What follows belongs to an exercise in optimizing a design on an open flow for small area; a production flow would make more cautious choices. Function was checked by simulation only, so behaviour that the tests miss may differ from the original. Power figures rest on the tool's default switching activity, not on a simulated workload.

==> flow/design.v (outline; a module is shown in full before it is edited, if it fits) <==
// module reset_synch: 21 lines
// module UART_tx: 68 lines
// module UART_rx: 78 lines
// module UART: 11 lines
// module UART_wrapper: 47 lines
// module cmd_proc: 111 lines
// module maze_solve: 80 lines
// module navigate: 104 lines
// module SPI_mnrch: 96 lines
// module inertial_integrator: 111 lines
// module inert_intf: 99 lines
// module A2D_intf: 50 lines
// module SPI_a2d: 85 lines
// module PWM8: 5 lines
// module sensor_intf: 242 lines
// module IR_math: 33 lines
// module P_term: 8 lines
// module I_term: 20 lines
// module Dterm: 23 lines
// module PID: 40 lines
// module DutyScaleROM: 77 lines
// module PWM12: 24 lines
// module MtrDrv: 35 lines
// module bmul_hi: 208 lines
// module piezo_drv: 149 lines
// module MazeRunner: 114 lines
module MazeRunner(
  input clk, RST_n,						 
  output INRT_SS_n,INRT_SCLK,INRT_MOSI,	 
  input INRT_MISO,						 
  input INRT_INT,						 
  output A2D_SS_n,A2D_SCLK,A2D_MOSI,	 
  input A2D_MISO,						 
  output lftPWM1,lftPWM2,				 
  output rghtPWM1,rghtPWM2,				 
  input RX,								 
  input hall_n,							 
  output TX,							 
  output piezo,piezo_n,					 
  output IR_lft_en,						 
  output IR_cntr_en,					 
  output IR_rght_en,					 
  output [7:0] LED
);
  // ...
==> flow/run.sh <==
#!/bin/bash
# synth_recipe.tcl (not shown) runs the flow's synth.tcl, then flattens the netlist and writes it again
# the make line also repeats each setting of config.mk as NAME=value (left out here)
make -C /OpenROAD-flow-scripts/flow DESIGN_CONFIG=/design/flow/config.mk WORK_HOME=/design/flow/orfs CLKGATE_MAP_FILE= SYNTH_SCRIPT=/design/flow/synth_recipe.tcl finish
==> flow/config.mk <==
export PLATFORM = sky130hd
export DESIGN_NAME = MazeRunner
export DESIGN_NICKNAME = MazeRunner
export VERILOG_FILES = /design/flow/design.v
export SDC_FILE = /design/flow/constraint.sdc
export NUM_CORES = 4
export LEC_CHECK = 0
export ABC_AREA = 1
export CAP_MARGIN = 20
export CORE_MARGIN = 2
export CORE_UTILIZATION = 60
export CTS_BUF_LIST = sky130_fd_sc_hd__clkbuf_16
export CTS_CLUSTER_DIAMETER = 100
export CTS_CLUSTER_SIZE = 24
export SLEW_MARGIN = 20
==> flow/constraint.sdc <==
create_clock -name core_clock -period 20.0 [get_ports {clk}]
set_input_delay 4.0000 -clock core_clock [delete_from_list [all_inputs] [get_ports {clk}]]
set_output_delay 4.0000 -clock core_clock [all_outputs]
set_load 0.01 [all_outputs]
==> flow_metrics.env, run 1 <==
export IMPL_ios=31
export IMPL_synth_edf_count=176
export IMPL_synth_warning_count=22
export IMPL_wirelength_mm=95.1
export IMPL_wl_met2_mm=44.3
export IMPL_p_sw_mw=0.515
export IMPL_finalInstanceArea_um2=45600
export IMPL_ys_types=75
export IMPL_synth_top_family_by_area="adder cells"
export IMPL_cp_startpoint="hall_n"
export IMPL_skew_ns=0.0550
export IMPL_vias=33200
export IMPL_power_density_nw_per_um2=48.5
export IMPL_power_mw=2.21
export IMPL_track_usage_pct=25.7
export IMPL_worst_path_stages=45
export IMPL_nClkBuffers=36
export IMPL_top_regs="iNEMO.iINT.yi x25, iCHRG.duration_tmr x21, iNEMO.iINT.yo x17"
export IMPL_ant_nets=0
export IMPL_crit_buf_inv=5
export IMPL_dieHeight_um=273
export IMPL_worstPathArrival_ns=12.56
export IMPL_drt_first_iter_violations=2308
export IMPL_chipWidth_um=273
export IMPL_min_period_ns=12.10
export IMPL_comb_power_share_pct=3.0
export IMPL_status="no timing/DRC/antenna violations"
export IMPL_utilization_pct=63.8
==> inputs of run 2 (changes only) <==
--- a/flow/config.mk
+++ b/flow/config.mk
@@ -8,8 +8,8 @@
 export ABC_AREA = 1
 export CAP_MARGIN = 20
 export CORE_MARGIN = 2
-export CORE_UTILIZATION = 60
+export CORE_UTILIZATION = 70
 export CTS_BUF_LIST = sky130_fd_sc_hd__clkbuf_16
-export CTS_CLUSTER_DIAMETER = 100
-export CTS_CLUSTER_SIZE = 24
+export CTS_CLUSTER_DIAMETER = 80
+export CTS_CLUSTER_SIZE = 32
 export SLEW_MARGIN = 20
==> flow_metrics.env, run 2 <==
export IMPL_grt_pass1_vias=32200
export IMPL_status="no timing/DRC/antenna violations"
export IMPL_critPathMaxFanout=17
export IMPL_drtPass1Iterations=6
export IMPL_ys_async_sr_fraction_pct=31.8
export IMPL_path_class="in -> reg"
export IMPL_portBuffers=23
export IMPL_max_freq_mhz=83.7
export IMPL_setup_tns_ns=0
export IMPL_clk_latency_ns=0.61
export IMPL_rows=91
export IMPL_crit_path_max_incr_delay_ns=0.61
export IMPL_min_period_ns=11.95
export IMPL_finalNetCount=5699
export IMPL_power_density_nw_per_um2=49.9
export IMPL_die_area_um2=63900
export IMPL_use_met2_pct=50.0
export IMPL_synth_top_cell_area_share_pct=12.2
export IMPL_track_usage_pct=29.9
export IMPL_syn_area_per_cell_um2=8.32
export IMPL_use_met1_pct=41.6
export IMPL_largest_reg_flops=25
export IMPL_synth_main_ff_cell="dfxtp_1"
export IMPL_synth_seq_area_share_pct=35.3
export IMPL_grt_pass1_wl_mm=157
export IMPL_cts_made_buffers=34
export IMPL_worstPathArrival_ns=12.43
export IMPL_critical_path_reg2reg_startpoint="iIR.lft_IR[0]"
export IMPL_use_met3_pct=3.61
export IMPL_power_mw=2.27
export IMPL_dieHeight_um=253
export IMPL_r2r_cells=45
export IMPL_cts_tree="yes"
export IMPL_place_congestion=0.934
export IMPL_cts_root_buffer="clkbuf_16"
export IMPL_drv_slew=0
export IMPL_finalInstanceArea_um2=45600
export IMPL_finalHoldViolCount=0
export IMPL_reg2reg_slack_ns=9.49
export IMPL_final_cell_mix="inv_1, nand2_1, nor2_1"
export IMPL_ys_ff_latch=625
export IMPL_synth_most_common_cell="inv_1"
export IMPL_rsz0062_at_grt="false"
export IMPL_gr_total_overflow=0
export IMPL_ir_worst_vdd_mv=0.0860
export IMPL_ios=31
export IMPL_hp_class="reg -> async"
export IMPL_cts_setup_buffers=0
export IMPL_cts_resized=0
export IMPL_syn_to_final_growth_pct=5.09
export IMPL_dp_hpwl_mm=71.2
export IMPL_final_common_cell="inv_1"
export IMPL_setup_viol=0
export IMPL_nFillCells=4813
export IMPL_critPathCaptureType="register"
export IMPL_synth_warning_count=22
export IMPL_vias=33600
export IMPL_start_kind="primary input"
export IMPL_cellLeakagePower_nw=22.1
export IMPL_multiInputGateArea_um2=24000
export IMPL_crit_slowest_cell="clkdlybuf4s50_1"
export IMPL_maxCapViolations=0
export IMPL_synth_area_leader_cell="edfxtp_1"
export IMPL_clkTransAtPathRegs_ns=0.11
export IMPL_drc=0
export IMPL_fin_crit_sh_pct=59.7
export IMPL_busiest_layer="met2"
export IMPL_ant_nets=0
export IMPL_via_per_inst=5.63
export IMPL_ys_types=75
export IMPL_start_util_pct=70.5
export IMPL_grt_max_degree=86
export IMPL_routedWlPerCell_um=15.8
export IMPL_core_um2=61500
export IMPL_ctsHoldBuffers=0
export IMPL_htree_levels=2
export IMPL_wirelength_mm=94.3
export IMPL_netlist_instances=5207
export IMPL_synth_common_cells="inv_1, nand2_1, nor2_1"
export IMPL_chipWidth_um=253
export IMPL_drt_first_iter_violations=2699
export IMPL_crit_required_ns=20.49
export IMPL_largest_register="iNEMO.iINT.yi"
export IMPL_netlist_area_um2=43300
export IMPL_skew_ns=0.0362
export IMPL_antenna_found_initial=1
export IMPL_synth_edf_count=176
export IMPL_utilization_pct=74.1
export IMPL_place_area_um2=44300
export IMPL_tightest_slew_ns=1.05
export IMPL_r2r_end="iCNTRL.pid_sum_div8[7]"
export IMPL_crit_top_cell="nand2_1"
export IMPL_clock_sinks=625
export IMPL_seq_area_um2=15300
export IMPL_relSlewSlack_pct=29.0
export IMPL_synth_area_top_cells="edfxtp_1, dfxtp_1, dfrtp_1, ha_1, inv_1"
export IMPL_top_regs="iNEMO.iINT.yi x25, iCHRG.duration_tmr x21, iNEMO.iINT.yo x17"
export IMPL_drive_gt1_share_pct=3.99
export IMPL_cts_buffer_depth=3
-- run 2: where the power goes --
group | total, mW | switching (mW) | internal [mW]
sequential | 1.34 | 0.0193 | 1.32
clock | 0.863 | 0.493 | 0.369
combinational | 0.0691 | 0.0418 | 0.0273
-- run 2: cell type report --
| class | count | share of cell area, % |
|---|---|---|
| multi-input cells | 3518 | 52.8 |
| flip-flops and latches | 625 | 33.6 |
| inverters | 926 | 7.63 |
| well taps | 790 | 2.17 |
| clock buffers | 36 | 1.98 |
| repair buffers | 57 | 1.07 |
| clock inverters | 26 | 0.813 |
| diodes | 1 | 0.00549 |
-- run 2: how the worst max path moves through the flow --
stage | start | end | slack, ns | cells past startpoint
after floorplan | hall_n | iCNTRL.pid_sum_div8[7] | 9.17 | 45
after global placement | hall_n | iCNTRL.pid_sum_div8[7] | 7.60 | 47
after detailed placement | hall_n | iCNTRL.pid_sum_div8[7] | 7.47 | 45
after CTS | hall_n | iCNTRL.pid_sum_div8[7] | 8.09 | 45
after global routing | hall_n | iCNTRL.pid_sum_div8[7] | 7.19 | 45
final | hall_n | iCNTRL.pid_sum_div8[7] | 8.05 | 45
-- run 2: metrics by stage --
stage,worst slack (ns),hold slack (ns),cells
floorplan,9.17,0.310,5213
global placement,7.60,0.311,5916
detailed placement,7.47,0.313,5916
CTS,8.09,0.341,5978
global route,7.19,0.351,5979
finish,8.05,0.334,5979
-- run 2: cell families (layout without fill, tap and decap cells) --
group / Yosys count / after routing / synth area share (%)
and+or+nand+nor: 1522 / 1522 / 14.9
buffers and inverters: 1070 / 1045 / 9.45
AOI/OAI and AO/OA: 1051 / 1051 / 13.9
DFF: 625 / 625 / 35.3
adders and majority gates: 530 / 530 / 18.1
xor gates and xnor gates: 371 / 371 / 7.50
muxes: 36 / 36 / 0.846
other: 2 / 9 / 0.0173
-- run 2: metal layers --
| layer | vias to the layer above | share of wire [%] |
|---|---|---|
| met4 | 0 | 2.2 |
| li1 | 17000 | - |
| met5 | - | 0 |
| met1 | 15700 | 45 |
| met3 | 118 | 5.8 |
| met2 | 868 | 47 |
-- run 2: worst max-delay path: cells and delay by family --
family	cells	cell delay (ns)
XOR/XNOR	3	0.50
adder cells (fa/ha/maj)	7	2.57
AO/OA/AOI/OAI	15	2.46
buffers and inverters	5	1.05
AND/OR/NAND/NOR	15	1.84
==> inputs of run 3 (changes only) <==
--- a/flow/config.mk
+++ b/flow/config.mk
@@ -8,8 +8,8 @@
 export ABC_AREA = 1
 export CAP_MARGIN = 20
 export CORE_MARGIN = 2
-export CORE_UTILIZATION = 70
-export CTS_BUF_LIST = sky130_fd_sc_hd__clkbuf_16
+export CORE_UTILIZATION = 60
+export CTS_BUF_LIST = sky130_fd_sc_hd__clkbuf_8
 export CTS_CLUSTER_DIAMETER = 80
-export CTS_CLUSTER_SIZE = 32
+export CTS_CLUSTER_SIZE = 16
 export SLEW_MARGIN = 20
==> flow_metrics.env, run 3 <==
export IMPL_portBuffers=23
export IMPL_synth_warning_count=22
export IMPL_start_kind="primary input"
export IMPL_htree_levels=2
export IMPL_utilization_pct=63.6
export IMPL_cts_root_buffer="clkbuf_8"
export IMPL_critical_path_reg2reg_startpoint="iIR.rght_IR[6]"
export IMPL_synth_edf_count=176
export IMPL_ant_nets=0
export IMPL_path_delay_family="adder cells"
export IMPL_synth_area_top_cells="edfxtp_1, dfxtp_1, dfrtp_1, ha_1, inv_1"
export IMPL_cts_resized=0
export IMPL_crit_buf_inv=6
export IMPL_antenna_found_initial=1
export IMPL_largest_reg_flops=25
export IMPL_track_usage_pct=25.8
export IMPL_finalHoldViolCount=0
export IMPL_critPathCaptureType="register"
export IMPL_wl_met2_mm=43.9
export IMPL_ys_types=75
export IMPL_route_met3_wl_mm=3.90
export IMPL_cts_buffer_depth=3
export IMPL_fin_crit_sh_pct=59.8
export IMPL_crit_slowest_cell="clkdlybuf4s50_1"
export IMPL_finalNetCount=5714
export IMPL_synth_top_cell_area_share_pct=12.2
export IMPL_rows=98
export IMPL_syn_area_per_cell_um2=8.32
export IMPL_synth_area_leader_cell="edfxtp_1"
export IMPL_clk_latency_ns=0.73
export IMPL_ctsHoldBuffers=0
export IMPL_drv_slew=0
export IMPL_drt_first_iter_violations=2349
export IMPL_cp_startpoint="hall_n"
export IMPL_min_period_ns=11.96
export IMPL_largest_register="iNEMO.iINT.yi"
export IMPL_synth_main_ff_cell="dfxtp_1"
export IMPL_tightest_slew_ns=1.16
export IMPL_setup_viol=0
export IMPL_chipWidth_um=273
export IMPL_gr_total_overflow=0
export IMPL_critPathMaxFanout=17
export IMPL_netlist_instances=5207
export IMPL_dp_cells=6077
export IMPL_grt_pass1_wl_mm=158
export IMPL_skew_ns=0.0937
export IMPL_cts_setup_buffers=0
export IMPL_final_cell_mix="inv_1, nand2_1, nor2_1"
export IMPL_start_util_pct=60.6
export IMPL_drtPass1Iterations=6
export IMPL_dieHeight_um=273
export IMPL_finalInstanceArea_um2=45400
export IMPL_nFillCells=6374
export IMPL_drive_gt1_share_pct=3.95
export IMPL_netlist_area_um2=43300
export IMPL_grt_pass1_vias=32100
export IMPL_power_mw=2.11
export IMPL_place_congestion=0.924
export IMPL_top_regs="iNEMO.iINT.yi x25, iCHRG.duration_tmr x21, iNEMO.iINT.yo x17"
export IMPL_crit_path_max_incr_delay_ns=0.60
export IMPL_max_freq_mhz=83.6
export IMPL_wirelength_mm=95.0
export IMPL_ir_worst_vdd_mv=0.0588
export IMPL_status="no timing/DRC/antenna violations"
export IMPL_synth_most_common_cell="inv_1"
export IMPL_crit_required_ns=20.56
export IMPL_ys_async_sr_fraction_pct=31.8
export IMPL_core_um2=71500
export IMPL_setup_tns_ns=0
export IMPL_synth_common_cells="inv_1, nand2_1, nor2_1"
export IMPL_layout_cells_non_filler=6167
export IMPL_m1WireLength_mm=45.6
export IMPL_crit_top_cell="nand2_1"
export IMPL_routedWlPerCell_um=15.4
export IMPL_cellLeakagePower_nw=22.1
export IMPL_dp_hpwl_mm=72.2
export IMPL_synth_seq_area_share_pct=35.3
export IMPL_final_common_cell="inv_1"
export IMPL_rsz0062_at_grt="false"
export IMPL_via_per_inst=5.40
export IMPL_hp_class="reg -> reg"
export IMPL_ios=31
export IMPL_grt_max_degree=86
export IMPL_path_class="in -> reg"
export IMPL_place_area_um2=44500
export IMPL_ys_ff_latch=625
export IMPL_relSlewSlack_pct=21.9
export IMPL_maxCapViolations=0
export IMPL_clkTransAtPathRegs_ns=0.10
export IMPL_die_area_um2=74400
export IMPL_hp_start="iCNTRL.pid_sum_div8[9]"
export IMPL_vias=33300
export IMPL_maxUsedRoutingLayer="met4"
export IMPL_cts_made_buffers=48
export IMPL_drc=0
export IMPL_clock_sinks=625
export IMPL_worstPathArrival_ns=12.52
export IMPL_cts_tree="yes"
export IMPL_syn_to_final_growth_pct=4.81
export IMPL_power_density_nw_per_um2=46.5
## run 3: worst register-to-register path: cells and delay by family, from the launching register on
family / cells / cell delay [ns]
simple gates: 19 / 2.75
buf+inv: 9 / 1.43
fa+ha+maj: 7 / 2.62
xor+xnor: 4 / 0.68
compound gates: 13 / 2.46
flops: 1 / 0.43
## run 3: cell families (layout without fill, tap and decap cells)
logic type                 count (synthesis)  after routing  synth area share (%)
AOI/OAI and AO/OA                       1051           1051                  13.9
xor gates and xnor gates                 371            371                  7.50
adders and majority gates                530            530                  18.1
buffers and inverters                   1070           1073                  9.45
DFF                                      625            625                  35.3
muxes                                     36             36                 0.846
other                                      2              9                0.0173
and+or+nand+nor                         1522           1522                  14.9
## run 3: final timing paths
| check | endpoint | slack, ns | cells past startpoint |
|---|---|---|---|
| max | iCNTRL.pid_sum_div8[7] | 8.04 | 47 |
| min | iCNTRL.pid_term_div8[9] | 0.33 | 0 |
| max reg2reg | iCNTRL.pid_sum_div8[7] | 9.46 | 52 |
| min reg2reg | iCNTRL.pid_term_div8[9] | 0.33 | 0 |
| max in group asynchronous | iRST.rst_n | 16.42 | 1 |
| min in group asynchronous | iIR.vbatt2[2] | 0.41 | 0 |
## run 3: metrics by stage
stage / setup slack [ns] / hold WS (ns)
6_report: 8.04 / 0.334
5_1_grt: 7.07 / 0.338
4_1_cts: 8.18 / 0.333
3_5_place_dp: 7.46 / 0.313
3_3_place_gp: 7.64 / 0.312
2_1_floorplan: 9.17 / 0.310
## run 3: metal layers
layer  track usage, %  up-vias
met2             43.0      655
li1                 -    17000
met1             36.7    15500
met5                0        -
met4             5.34        0
met3             2.27      104
## run 3: report_power, final
group,internal (mW),switching (mW),leakage [nW]
logic,0.0272,0.0401,15.5
clock network,0.265,0.441,0.586
registers,1.32,0.0192,6.05
total,1.61,0.500,22.1
## run 3: cell type report
type                            count  area, um^2  area share [%]
Multi-Input combinational cell   3518       24000            52.9
Sequential cell                   625       15300            33.7
Inverter                          926        3480            7.65
Tap cell                          950        1190            2.62
Clock buffer                       49         674            1.48
Timing Repair Buffer               58         493            1.09
Clock inverter                     40         282           0.620
Antenna cell                        1        2.50         0.00551
==> module sensor_intf, before the edit <==
module sensor_intf(clk,rst_n,IR_lft_en,IR_cntr_en,IR_rght_en,lft_IR,
                   rght_IR,IR_Dtrm,vbatt,lft_opn,rght_opn,strt_cal,
				   frwrd_opn,batt_low,A2D_SS_n,
				   A2D_SCLK,A2D_MOSI,A2D_MISO,tmr,cnt8,
                   lft_IR_prev1,rght_IR_prev1,capture_lft,capture_rght);
  parameter FAST_SIM = 1'b1;		 
  parameter NOM_IR = 12'h900;		 
  input clk,rst_n;					 
  input A2D_MISO;
  input strt_cal;					 
  input [10:0] tmr;					 
  input [7:0] cnt8;					 
  output IR_lft_en;					 
  output IR_cntr_en;
  output IR_rght_en;
  output reg [11:0] lft_IR;				 
  output reg [11:0] rght_IR;			 
  output reg [8:0] IR_Dtrm;					 
  output [11:0] vbatt;					 
  output lft_opn,frwrd_opn,rght_opn;	 
  output batt_low;						 
  output A2D_SS_n;						 
  output A2D_MOSI, A2D_SCLK;			 
  typedef enum reg [2:0] {LFT_STTL,LFT_CPTR,CNTR_STTL,CNTR_CPTR,RGHT_STTL,
                          RGHT_CPTR,BATT_STTL,BATT_CPTR} state_t;
  typedef enum reg {IDLE,CAL} cal_state_t;
  state_t state,nxt_state;
  cal_state_t cal_state, nxt_cal_state;
  wire [11:0] res;
  wire cnv_cmplt;
  wire IR_duty;
  wire signed [9:0] IR_Dtrm_sum;
  wire sttl_ovr;
  wire [11:0] IR_err;
  logic strt_cnv;
  output logic capture_rght,capture_lft;			 
  logic capture_batt,capture_cntr;
  logic [2:0] chnnl;
  logic [1:0] IR_sel;
  logic clr_avg_accums;
  logic accum_lft,accum_rght;
  logic ld_offs;
  reg cntr_opn;
  output reg [11:0] lft_IR_prev1,rght_IR_prev1;	 
  reg [11:0] lft_IR_prev2,rght_IR_prev2;
  reg [8:0] lft_D,rght_D;
  reg [11:0] vbatt1,vbatt2,vbatt3;
  reg [11:0] lft_off_reg,rght_off_reg;
  reg [14:0] lft_accum,rght_accum;
  reg [3:0] smpl_cnt;
  localparam OPEN_THRES = 12'hD30;
  localparam OPEN_THRES_FRNT = 12'hDC0;
  localparam HUG = 12'h0E0;
  assign sttl_ovr = &tmr[10:0];
  wire [13:0] vbatt_nxt = res + vbatt1 + vbatt2 + vbatt3;
  reg [7:0] vbatt_hi;
  always_ff @(posedge clk, negedge rst_n)
    if (!rst_n) begin
      vbatt1 <= 12'hC00;
	  vbatt2 <= 12'hC00;
	  vbatt3 <= 12'hC00;
	  vbatt_hi <= 8'hC0;
    end else if (capture_batt) begin
      vbatt1 <= res;
	  vbatt2 <= vbatt1;
	  vbatt3 <= vbatt2;
	  vbatt_hi <= vbatt_nxt[13:6];
	end
  assign vbatt = {vbatt_hi, 4'h0};		 
  assign batt_low = (vbatt[11:4]<8'hD9)? 1'b1 : 1'b0;
  always_ff @(posedge clk)
    if (capture_cntr)
      cntr_opn <= (res>OPEN_THRES_FRNT);
  wire [11:0] off_sel = capture_lft ? lft_off_reg : rght_off_reg;
  wire [11:0] prev2_sel = capture_lft ? lft_IR_prev2 : rght_IR_prev2;
  wire [11:0] IR_new = res - off_sel;
  wire [12:0] IR_diff = {1'b0,IR_new} - {1'b0,prev2_sel};
  wire [8:0] D_new = (IR_diff[12] & ~&IR_diff[11:8]) ? 9'h100 :
                     (~IR_diff[12] & |IR_diff[11:8]) ? 9'h0FF :
					 IR_diff[8:0];
  always_ff @(posedge clk)
    if (capture_rght) begin
      rght_IR <= IR_new;
	  rght_IR_prev1 <= rght_IR;
	  rght_IR_prev2 <= rght_IR_prev1;
	  rght_D <= D_new;
    end
  always_ff @(posedge clk)
    if (capture_lft) begin
      lft_IR <= IR_new;
	  lft_IR_prev1 <= lft_IR;
	  lft_IR_prev2 <= lft_IR_prev1;
	  lft_D <= D_new;
	end
  assign IR_Dtrm_sum = {lft_D[8],lft_D} - {rght_D[8],rght_D};
  always_ff @(posedge clk)
    IR_Dtrm <= ((lft_opn) && (rght_opn)) ? 9'h000 :
              (lft_opn) ? ~{rght_D[8],rght_D[8:1]} :
	      (rght_opn) ? {lft_D[8],lft_D[8:1]} :
	      IR_Dtrm_sum[9:1];
  always_ff @(posedge clk, negedge rst_n)
    if (!rst_n)
      state <= LFT_STTL;
    else
      state <= nxt_state;
  always_comb begin
    strt_cnv = 0;
    capture_batt = 0;
    capture_rght = 0;
    capture_lft = 0;
    capture_cntr = 0;
    chnnl = 3'b000;
    IR_sel = 2'b00;
    nxt_state = state;
    case (state)
      LFT_STTL : begin
	    IR_sel = 2'b01;
	    if (sttl_ovr) begin
	      chnnl = 3'b101;
	      strt_cnv = 1;
	      nxt_state = LFT_CPTR;
		end
	  end
	  LFT_CPTR : begin
	    IR_sel = 2'b01;
		if (cnv_cmplt) begin
		  capture_lft = 1;
		  nxt_state = CNTR_STTL;
		end
	  end
      CNTR_STTL : begin
	    IR_sel = 2'b10;
	    if (sttl_ovr) begin
	      chnnl = 3'b111;
	      strt_cnv = 1;
	      nxt_state = CNTR_CPTR;
		end
	  end	    
	  CNTR_CPTR : begin
	    IR_sel = 2'b10;
		if (cnv_cmplt) begin
		  capture_cntr = 1;
		  nxt_state = RGHT_STTL;
		end
	  end
      RGHT_STTL : begin
	    IR_sel = 2'b11;
	    if (sttl_ovr) begin
	      chnnl = 3'b010;
	      strt_cnv = 1;
	      nxt_state = RGHT_CPTR;
		end
	  end
	  RGHT_CPTR : begin
	    IR_sel = 2'b11;
		if (cnv_cmplt) begin
		  capture_rght = 1;
		  nxt_state = BATT_STTL;
		end
	  end
	  BATT_STTL : begin
	    if (sttl_ovr) begin
	      chnnl = 3'b000;
	      strt_cnv = 1;
	      nxt_state = BATT_CPTR;
		end
	  end
	  BATT_CPTR : begin
	    if (cnv_cmplt) begin
	      capture_batt = 1;
		  nxt_state = LFT_STTL;
	    end
	  end
    endcase
  end
  assign IR_err = res - NOM_IR - HUG;
  wire [14:0] accum_sum = (accum_lft ? lft_accum : rght_accum) + {{3{IR_err[11]}},IR_err};
  always_ff @(posedge clk)
    if (clr_avg_accums)
	  lft_accum <= 15'h0000;
	else if (accum_lft)
	  lft_accum <= accum_sum;
  always_ff @(posedge clk)
    if (clr_avg_accums)
	  rght_accum <= 15'h0000;
	else if (accum_rght)
	  rght_accum <= accum_sum;
  always_ff @(posedge clk)
    if (clr_avg_accums)
	  smpl_cnt <= 4'h0;
	else if (accum_rght)
	  smpl_cnt <= smpl_cnt + 1;
  always_ff @(posedge clk, negedge rst_n)
    if (!rst_n) begin
	  lft_off_reg <= 12'h000;
	  rght_off_reg <= 12'h000;
	end else if (clr_avg_accums) begin
	  lft_off_reg <= 12'h000;
	  rght_off_reg <= 12'h000;
	end else if (ld_offs) begin
	  lft_off_reg <= lft_accum[14:3];
	  rght_off_reg <= rght_accum[14:3];
	end
  always_ff @(posedge clk, negedge rst_n)
    if (!rst_n)
      cal_state <= IDLE;
    else
      cal_state <= nxt_cal_state;
  always_comb begin
    clr_avg_accums = 0;
    accum_lft = 0;
	accum_rght = 0;
	ld_offs = 0;
    nxt_cal_state = cal_state;
	case (cal_state)
	  IDLE : begin
	    if (strt_cal) begin
		  clr_avg_accums = 1;
		  nxt_cal_state = CAL;
		end
	  end
	  CAL : begin
	    accum_lft = capture_lft;
		accum_rght = capture_rght;
		if (smpl_cnt == 4'h8) begin
		  ld_offs = 1;
		  nxt_cal_state = IDLE;
		end
	  end
	endcase
  end
  assign lft_opn = (lft_IR>OPEN_THRES) ? 1'b1 : 1'b0;
  assign frwrd_opn = cntr_opn;
  assign rght_opn = (rght_IR>OPEN_THRES) ? 1'b1 : 1'b0;
  A2D_intf iA2D(.clk(clk),.rst_n(rst_n),.strt_cnv(strt_cnv),.cnv_cmplt(cnv_cmplt),
                .chnnl(chnnl),.res(res),.SS_n(A2D_SS_n),.SCLK(A2D_SCLK),.MOSI(A2D_MOSI),
  			    .MISO(A2D_MISO));
  PWM8 iDRV(.cnt(cnt8),.PWM_sig(IR_duty));
  assign IR_lft_en = (IR_sel==2'b01) ? IR_duty : 1'b0;
  assign IR_cntr_en = (IR_sel==2'b10) ? IR_duty : 1'b0;
  assign IR_rght_en = (IR_sel==2'b11) ? IR_duty : 1'b0;
endmodule
==> inputs of run 4 (changes only) <==
--- a/flow/design.v
+++ b/flow/design.v
@@ -1011,8 +1011,8 @@
   reg [11:0] lft_IR_prev2,rght_IR_prev2;
   reg [8:0] lft_D,rght_D;
   reg [11:0] vbatt1,vbatt2,vbatt3;
-  reg [11:0] lft_off_reg,rght_off_reg;
-  reg [14:0] lft_accum,rght_accum;
+  wire [11:0] lft_off_reg,rght_off_reg;
+  reg [14:0] lft_acc_off,rght_acc_off;
   reg [3:0] smpl_cnt;
   localparam OPEN_THRES = 12'hD30;
   localparam OPEN_THRES_FRNT = 12'hDC0;
@@ -1140,34 +1140,43 @@
     endcase
   end
   assign IR_err = res - NOM_IR - HUG;
-  wire [14:0] accum_sum = (accum_lft ? lft_accum : rght_accum) + {{3{IR_err[11]}},IR_err};
-  always_ff @(posedge clk)
-    if (clr_avg_accums)
-	  lft_accum <= 15'h0000;
+  wire [14:0] accum_sum = (accum_lft ? lft_acc_off : rght_acc_off) + {{3{IR_err[11]}},IR_err};
+  always_ff @(posedge clk, negedge rst_n)
+    if (!rst_n)
+	  lft_acc_off[11:0] <= 12'h000;
+	else if (clr_avg_accums)
+	  lft_acc_off[11:0] <= 12'h000;
+	else if (ld_offs)
+	  lft_acc_off[11:0] <= lft_acc_off[14:3];
 	else if (accum_lft)
-	  lft_accum <= accum_sum;
+	  lft_acc_off[11:0] <= accum_sum[11:0];
   always_ff @(posedge clk)
     if (clr_avg_accums)
-	  rght_accum <= 15'h0000;
+	  lft_acc_off[14:12] <= 3'h0;
+	else if (accum_lft & ~ld_offs)
+	  lft_acc_off[14:12] <= accum_sum[14:12];
+  always_ff @(posedge clk, negedge rst_n)
+    if (!rst_n)
+	  rght_acc_off[11:0] <= 12'h000;
+	else if (clr_avg_accums)
+	  rght_acc_off[11:0] <= 12'h000;
+	else if (ld_offs)
+	  rght_acc_off[11:0] <= rght_acc_off[14:3];
 	else if (accum_rght)
-	  rght_accum <= accum_sum;
+	  rght_acc_off[11:0] <= accum_sum[11:0];
+  always_ff @(posedge clk)
+    if (clr_avg_accums)
+	  rght_acc_off[14:12] <= 3'h0;
+	else if (accum_rght & ~ld_offs)
+	  rght_acc_off[14:12] <= accum_sum[14:12];
+  assign lft_off_reg = (cal_state == CAL) ? 12'h000 : lft_acc_off[11:0];
+  assign rght_off_reg = (cal_state == CAL) ? 12'h000 : rght_acc_off[11:0];
   always_ff @(posedge clk)
     if (clr_avg_accums)
 	  smpl_cnt <= 4'h0;
 	else if (accum_rght)
 	  smpl_cnt <= smpl_cnt + 1;
   always_ff @(posedge clk, negedge rst_n)
-    if (!rst_n) begin
-	  lft_off_reg <= 12'h000;
-	  rght_off_reg <= 12'h000;
-	end else if (clr_avg_accums) begin
-	  lft_off_reg <= 12'h000;
-	  rght_off_reg <= 12'h000;
-	end else if (ld_offs) begin
-	  lft_off_reg <= lft_accum[14:3];
-	  rght_off_reg <= rght_accum[14:3];
-	end
-  always_ff @(posedge clk, negedge rst_n)
     if (!rst_n)
       cal_state <= IDLE;
     else
==> flow_metrics.env, run 4 <==
export IMPL_status="no timing/DRC/antenna violations"
export IMPL_synth_most_common_cell="inv_1"
export IMPL_place_congestion=0.893
export IMPL_ios=31
export IMPL_ctsHoldBuffers=0
export IMPL_wirelength_mm=95.7
export IMPL_drv_slew=0
export IMPL_max_freq_mhz=86.5
export IMPL_ys_types=74
export IMPL_netlist_area_um2=42800
export IMPL_drt_first_iter_violations=2189
export IMPL_synth_area_top_cells="edfxtp_1, dfrtp_1, ha_1, dfxtp_1, inv_1"
export IMPL_vias=33300
export IMPL_crit_slowest_cell="clkdlybuf4s50_1"
export IMPL_grt_max_degree=142
export IMPL_crit_path_max_incr_delay_ns=0.53
export IMPL_synth_warning_count=22
export IMPL_htree_levels=2
export IMPL_cts_setup_buffers=0
export IMPL_top_regs="iNEMO.iINT.yi x25, iCHRG.duration_tmr x21, iNEMO.iINT.yo x17"
export IMPL_crit_required_ns=20.55
export IMPL_core_um2=70300
export IMPL_chipWidth_um=271
export IMPL_ys_ff_latch=601
export IMPL_largest_register="iNEMO.iINT.yi"
export IMPL_rsz0062_at_grt="false"
export IMPL_power_density_nw_per_um2=45.0
export IMPL_syn_area_per_cell_um2=8.26
export IMPL_via_per_inst=5.42
export IMPL_place_area_um2=44000
export IMPL_routedWlPerCell_um=15.6
export IMPL_final_cell_mix="inv_1, nand2_1, o21ai_0"
export IMPL_hp_class="reg -> reg"
export IMPL_netlist_instances=5180
export IMPL_cellLeakagePower_nw=21.5
export IMPL_cts_buffer_depth=3
export IMPL_drtPass1Iterations=5
export IMPL_ys_async_sr_fraction_pct=33.1
export IMPL_cts_resized=0
export IMPL_cts_root_buffer="clkbuf_8"
export IMPL_portBuffers=23
export IMPL_tightest_slew_ns=1.02
export IMPL_min_period_ns=11.56
export IMPL_grt_pass1_vias=32400
export IMPL_drc=0
export IMPL_grt_pass1_wl_mm=160
export IMPL_maxCapViolations=0
export IMPL_die_area_um2=73500
export IMPL_utilization_pct=63.9
export IMPL_dp_hpwl_mm=72.6
export IMPL_synth_top_cell_area_share_pct=12.4
export IMPL_synth_seq_area_share_pct=34.6
export IMPL_critPathCaptureType="register"
export IMPL_rows=97
export IMPL_largest_reg_flops=25
export IMPL_crit_top_cell="nand2_1"
export IMPL_synth_area_leader_cell="edfxtp_1"
export IMPL_final_common_cell="inv_1"
export IMPL_ant_nets=0
export IMPL_setup_tns_ns=0
export IMPL_start_util_pct=60.9
export IMPL_worstPathArrival_ns=12.11
export IMPL_fin_crit_sh_pct=57.8
export IMPL_skew_ns=0.0412
export IMPL_drive_gt1_share_pct=4.06
export IMPL_finalHoldViolCount=0
export IMPL_synth_common_cells="inv_1, nand2_1, o21ai_0"
export IMPL_finalNetCount=5700
export IMPL_synth_main_ff_cell="dfxtp_1"
export IMPL_syn_to_final_growth_pct=4.89
export IMPL_relSlewSlack_pct=32.1
export IMPL_setup_viol=0
export IMPL_finalInstanceArea_um2=44900
export IMPL_clock_sinks=601
export IMPL_ir_worst_vdd_mv=0.0666
export IMPL_antenna_found_initial=2
export IMPL_start_kind="primary input"
export IMPL_track_usage_pct=26.4
export IMPL_clk_latency_ns=0.68
export IMPL_gr_total_overflow=0
export IMPL_dieHeight_um=271
export IMPL_path_class="in -> reg"
export IMPL_clkTransAtPathRegs_ns=0.11
export IMPL_cts_tree="yes"
export IMPL_cts_made_buffers=46
export IMPL_critPathMaxFanout=21
export IMPL_synth_edf_count=176
==> run 4: cell count changes after synthesis, sizes merged, moves of 9 or more <==
cell	previous run	this run
dfxtp	250	226
o211ai	23	13
a22oi	27	6
nor2	382	363
mux2i	31	14
nor3	85	74
xnor2	66	57
nor3b	8	21
inv	918	904
nand2	774	817
o21ai	367	390
==> run 4: layout make-up <==
cell class / instances / area (um^2)
fill: 6182 / 25400
sequential: 601 / 14800
multi-input combinational: 3539 / 24000
clock inverter: 37 / 239
tap: 940 / 1180
timing repair buffer: 63 / 543
inverter: 911 / 3420
antenna: 2 / 5.00
clock buffer: 48 / 661
==> run 4: critical path, delay by kind of cell <==
family	cells	cell delay, ns
compound gates	17	2.81
xor+xnor	1	0.13
fa+ha+maj	3	1.20
buf+inv	5	1.19
simple gates	21	2.77
==> run 4: metal layers <==
layer  GRT usage (%)  vias to the layer above  part of all wire, %  routed length, um
met3            3.43                      138                  4.7               4450
met5               0                        -                0.014                 13
met1            36.1                    15600                   46              44300
met2            43.8                      608                   46              44200
li1                -                    17000                    -                  -
met4            7.87                        2                  2.9               2760
==> run 4: worst paths after layout <==
| check | cells after the start | start | to | slack [ns] |
|---|---|---|---|---|
| setup / recovery | 47 | hall_n | iCNTRL.iterm1.integrator[14] | 8.44 |
| hold / removal | 0 | iCNTRL.pid_sum_div8[8] | iCNTRL.pid_term_div8[8] | 0.34 |
| setup reg to reg | 55 | iIR.rght_IR[4] | iCNTRL.iterm1.integrator[14] | 9.89 |
| hold reg to reg | 0 | iCNTRL.pid_sum_div8[8] | iCNTRL.pid_term_div8[8] | 0.34 |
| max in group asynchronous | 1 | RST_n | iRST.rst_n | 16.41 |
| min in group asynchronous | 0 | iRST.rst_n | iIR.rght_acc_off[0] | 0.44 |
==> run 4: cells by family (layout without fill, tap and decap cells) <==
family | Yosys count | count (layout) | synth area share, %
simple gates | 1552 | 1552 | 15.5
compound gates | 1064 | 1064 | 14.2
mux | 27 | 27 | 0.670
buf+inv | 1046 | 1059 | 9.33
other cells | 2 | 10 | 0.0176
fa+ha+maj | 531 | 531 | 18.4
xor+xnor | 357 | 357 | 7.31
flops | 601 | 601 | 34.6
==> run 4: through the flow <==
step | setup slack (ns) | hold slack (ns) | instances | power [mW]
after detailed placement | 7.75 | 0.312 | 6054 | 1.37
after CTS | 8.48 | 0.337 | 6139 | 2.05
after global routing | 7.37 | 0.344 | 6141 | 2.10
after global placement | 7.88 | 0.311 | 6054 | 1.37
after floorplan | 9.10 | 0.310 | 5186 | 1.35
final | 8.44 | 0.336 | 6141 | 2.02
==> run 4: report_power, final <==
group          switching, mW  total (mW)  internal [mW]  leakage, nW
clock                  0.422       0.678          0.256        0.548
combinational         0.0324      0.0529         0.0205         15.3
sequential            0.0190        1.29           1.27         5.66

-- what the ideal ports hide --
The flow's constraints put no driver on any port. The routed layouts listed below were extracted and timed again, unchanged, in two steps.
Step 1: set_driving_cell puts a clkbuf_16 on clk and a buf_2 on each other input, an assumption about the parent block.
Step 2 times the ports against the registers' clock, not the clock port: input delays grow and output delays shrink by t, the midpoint of the rising clock arrivals with the driver on.
a / b / c = ideal ports / drivers / drivers and shift; a / b = the first two.
run | shift t [ns] | setup WS [ns] | worst setup path after step 2
run 1 | 0.655 | 7.899 / 7.875 / 7.221 | input to register
run 2 | 0.663 | 8.054 / 8.030 / 7.367 | input to register
run 3 | 0.742 | 8.035 / 8.013 / 7.271 | input to register
run 4 | 0.723 | 8.442 / 8.473 / 7.750 | input to register
After both steps every run listed still meets setup and hold. The setup slack of run 3, which loses most, moves by -0.022 ns with the drivers and by -0.764 ns with both steps.
